Context: an optimization exercise on an open-source flow, tuned for small area, a short achievable clock period and few clock cycles per item. The choices shown serve that exercise and are no tape-out recipe.

// divide
module divide(clk, rst, new_inp, dvdend, len_a, dvsor, len_b, quotient, remainder, count_add, count_sub, done);
export LEC_CHECK = 0
export ABC_AREA = 1
export CAP_MARGIN = 20
export CORE_MARGIN = 2
export CORE_UTILIZATION = 40
export SETUP_SLACK_MARGIN = 2.8
export SLEW_MARGIN = 20
export DONT_USE_CELLS = sky130_fd_sc_hd__fa_1 sky130_fd_sc_hd__fa_2 sky130_fd_sc_hd__fa_4 sky130_fd_sc_hd__ha_1 sky130_fd_sc_hd__ha_2 sky130_fd_sc_hd__ha_4
export BUFFER_PORTS_ARGS = -buffer_cell sky130_fd_sc_hd__buf_1
create_clock -name core_clock -period 6.0 [get_ports {clk}]
standard.sh (not shown) runs the stock make flow with config.mk's settings and CLKGATE_MAP_FILE= SYNTH_SCRIPT=/design/flow/synth_recipe.tcl, a recipe that flattens the netlist after the stock synthesis.
==> flow/flow/run.sh <==
#!/bin/bash
# The standard layout (standard.sh: ORFS synthesis and every layout step
# unchanged) with two library choices added to config.mk:
#  - full and half adder cells are not used, so Yosys leaves adders to abc
#    as plain gates (faster than the fa/ha cells);
#  - buffer_ports inserts plain buf_1 port buffers (sized up later by the
#    repair steps where needed) instead of the delay cells it picks by default.
# Make's full output, with every tool's, goes to flow.log; ORFS also keeps
# each step's log under orfs/logs.
set -euo pipefail
cat >> config.mk <<'EOC'
export DONT_USE_CELLS = sky130_fd_sc_hd__fa_1 sky130_fd_sc_hd__fa_2 sky130_fd_sc_hd__fa_4 sky130_fd_sc_hd__ha_1 sky130_fd_sc_hd__ha_2 sky130_fd_sc_hd__ha_4
export BUFFER_PORTS_ARGS = -buffer_cell sky130_fd_sc_hd__buf_1
EOC
bash standard.sh finish > flow.log 2>&1
Edit:
--- a/flow/design.v
+++ b/flow/design.v
@@ -1,24 +1,26 @@
 module divide(clk, rst, new_inp, dvdend, len_a, dvsor, len_b, quotient, remainder, count_add, count_sub, done);
 	input clk;
 	input rst;
 	input new_inp;
 	input [31:0] dvdend, dvsor;
 	input [4:0] len_a, len_b;
 	output [31:0] quotient, remainder;
 	output reg done;
-	output reg [4:0] count_add, count_sub;
+	output [4:0] count_add, count_sub;
 	reg [30:0] q;       
 	reg [30:0] r;       
 	reg z;              
 	reg [30:0] h;       
 	reg [3:0] m;        
+	reg [4:0] ca;       
+	reg [4:0] cs;       
 	wire bz = (len_b == 5'd1) & ~dvsor[0];
 	wire lt = len_a < len_b;
 	wire [3:0] fs = len_a[4:1] - len_b[4:1] - {3'd0, len_b[0] & ~len_a[0]};
 	wire [30:0] sh1 = fs[0] ? {dvsor[28:0], 2'b00} : dvsor[30:0];
 	wire [30:0] sh2 = fs[1] ? {sh1[26:0], 4'h0} : sh1;
 	wire [30:0] sh3 = fs[2] ? {sh2[22:0], 8'h00} : sh2;
 	wire [30:0] h0 = fs[3] ? {sh3[14:0], 16'h0000} : sh3;
 	wire [33:0] xa = {3'b000, r};
 	wire [33:0] xb = ~{3'b000, h};
 	wire [33:0] xc = ~{2'b00, h, 1'b0};
@@ -302,52 +304,50 @@
 	wire a3_n59_g = a3_g[30] | (a3_t[30] & a3_n43_g);
 	wire a3_n60_g = a3_g[32] | (a3_t[32] & a3_n32_g);
 	wire [34:0] a3_c = {a3_n44_g, a3_n60_g, a3_n32_g, a3_n59_g, a3_n43_g, a3_n58_g, a3_n36_g, a3_n57_g, a3_n42_g, a3_n56_g, a3_n33_g, a3_n55_g, a3_n41_g, a3_n54_g, a3_n35_g, a3_n53_g, a3_n40_g, a3_n52_g, a3_n30_g, a3_n51_g, a3_n39_g, a3_n50_g, a3_n34_g, a3_n49_g, a3_n38_g, a3_n48_g, a3_n26_g, a3_n47_g, a3_n37_g, a3_n46_g, a3_n18_g, a3_n45_g, a3_n1_g, a3_gc, 1'b1};
 	wire [33:0] a3_s = a3_p ^ a3_c[33:0];
 	wire a3_co = a3_c[34];
 	wire c1 = a1_co;    
 	wire c2 = a2_co;    
 	wire c3 = a3_co;    
 	wire d1 = c2;
 	wire d0 = c3 | (c1 & ~c2);
-	wire start = done & new_inp;
-	wire sel3 = ~start & c3;
-	wire sel2 = ~start & c2 & ~c3;
-	wire sel1 = ~start & ~c2;
-	wire [30:0] rn = ({31{start}} & (dvdend[30:0] | {31{bz}})) | ({31{sel3}} & a3_s[30:0])
-		| ({31{sel2}} & a2_s[30:0]) | ({31{sel1}} & a1_s[30:0]);
+	wire [30:0] rn = c3 ? a3_s[30:0] : c2 ? a2_s[30:0] : a1_s[30:0];
 	wire last = (m == 4'd0);
+	wire start = done & new_inp;
 	assign quotient = {z, q};
 	assign remainder = {z, r};
+	assign count_add = ca + {4'd0, ~q[1]} + {4'd0, ~q[0]};
+	assign count_sub = cs + {4'd0, q[1]};
 	always @(posedge clk) begin
 		if (rst)
 			done <= 1'b1;
 		else if (start)
 			done <= bz | lt;
 		else if (!done)
 			done <= last;
 	end
 	always @(posedge clk) begin
 		if (done) begin
 			h <= h0;
 			m <= fs;
 		end else begin
 			h <= h >> 2;
 			m <= m - 4'd1;
 		end
 	end
-	always @(posedge clk)
-		if (start | (~done & c1))
-			r <= rn;
 	always @(posedge clk) begin
 		if (start) begin
+			r <= dvdend[30:0] | {31{bz}};
 			q <= {31{bz}};
 			z <= bz;
-			count_add <= (bz | lt | len_a[0] ^ len_b[0]) ? 5'd0 : 5'd31;
-			count_sub <= (bz | lt) ? 5'd0 : 5'd1;
+			ca <= bz ? 5'd0 : (lt | len_a[0] ^ len_b[0]) ? 5'd30 : 5'd29;
+			cs <= bz ? 5'd31 : lt ? 5'd0 : 5'd1;
 		end else if (!done) begin
+			if (c1)
+				r <= rn;
 			q <= {q[28:0], d1, d0};
-			count_add <= count_add + {4'd0, ~d1} + {4'd0, ~d0};
-			count_sub <= count_sub + {4'd0, d1} + {4'd0, d0 & ~last};
+			ca <= ca + {4'd0, ~q[1]} + {4'd0, ~q[0]};
+			cs <= cs + {4'd0, q[1]} + {4'd0, q[0]};
 		end
 	end
 endmodule
- The new run completed with no timing, DRC or antenna violations
- die area is higher by 2.3%
- hold slack degrades by 0.0069 ns
- setup slack hardly moves
- non-clock buffer count is lower by 21
- first-iteration DRC count is lower by 22%
- routed wire length is lower by about 4%
- flip-flop and latch count is unchanged
- fmax stays flat
No run of this note included a check of the RTL's function; only the layout flow was run.

-- re-timing with driven ports --
How much do the figures lean on ideal ports? The routed layouts below were timed once more, with nothing changed but the port constraints. Step 1 assumes that a clkbuf_16 drives the clock port and a buf_2 every other input. Step 2 times the ports against the registers' clock, not the clock port: input delays grow and output delays shrink by t, the midpoint of the rising clock arrivals with the driver on. Slacks: ideal / step 1 / step 2; pairs: ideal / step 1.
| run | shift t [ns] | setup WS [ns] | latest minus earliest clock arrival (ns) | worst register clock-pin slew, ns | worst slew at a driven data input, ns |
|---|---|---|---|---|---|
| the first run | 0.409 | 2.851 / 2.879 / 2.470 | 0.018 / 0.018 | 0.09 / 0.09 | 0.06 |
| the second run | 0.420 | 2.850 / 2.802 / 2.578 | 0.018 / 0.017 | 0.10 / 0.10 | 0.06 |
After both steps every run listed still meets setup and hold. The setup slack of the first run, which loses most, moves by +0.028 ns with the drivers and by -0.381 ns with both steps.
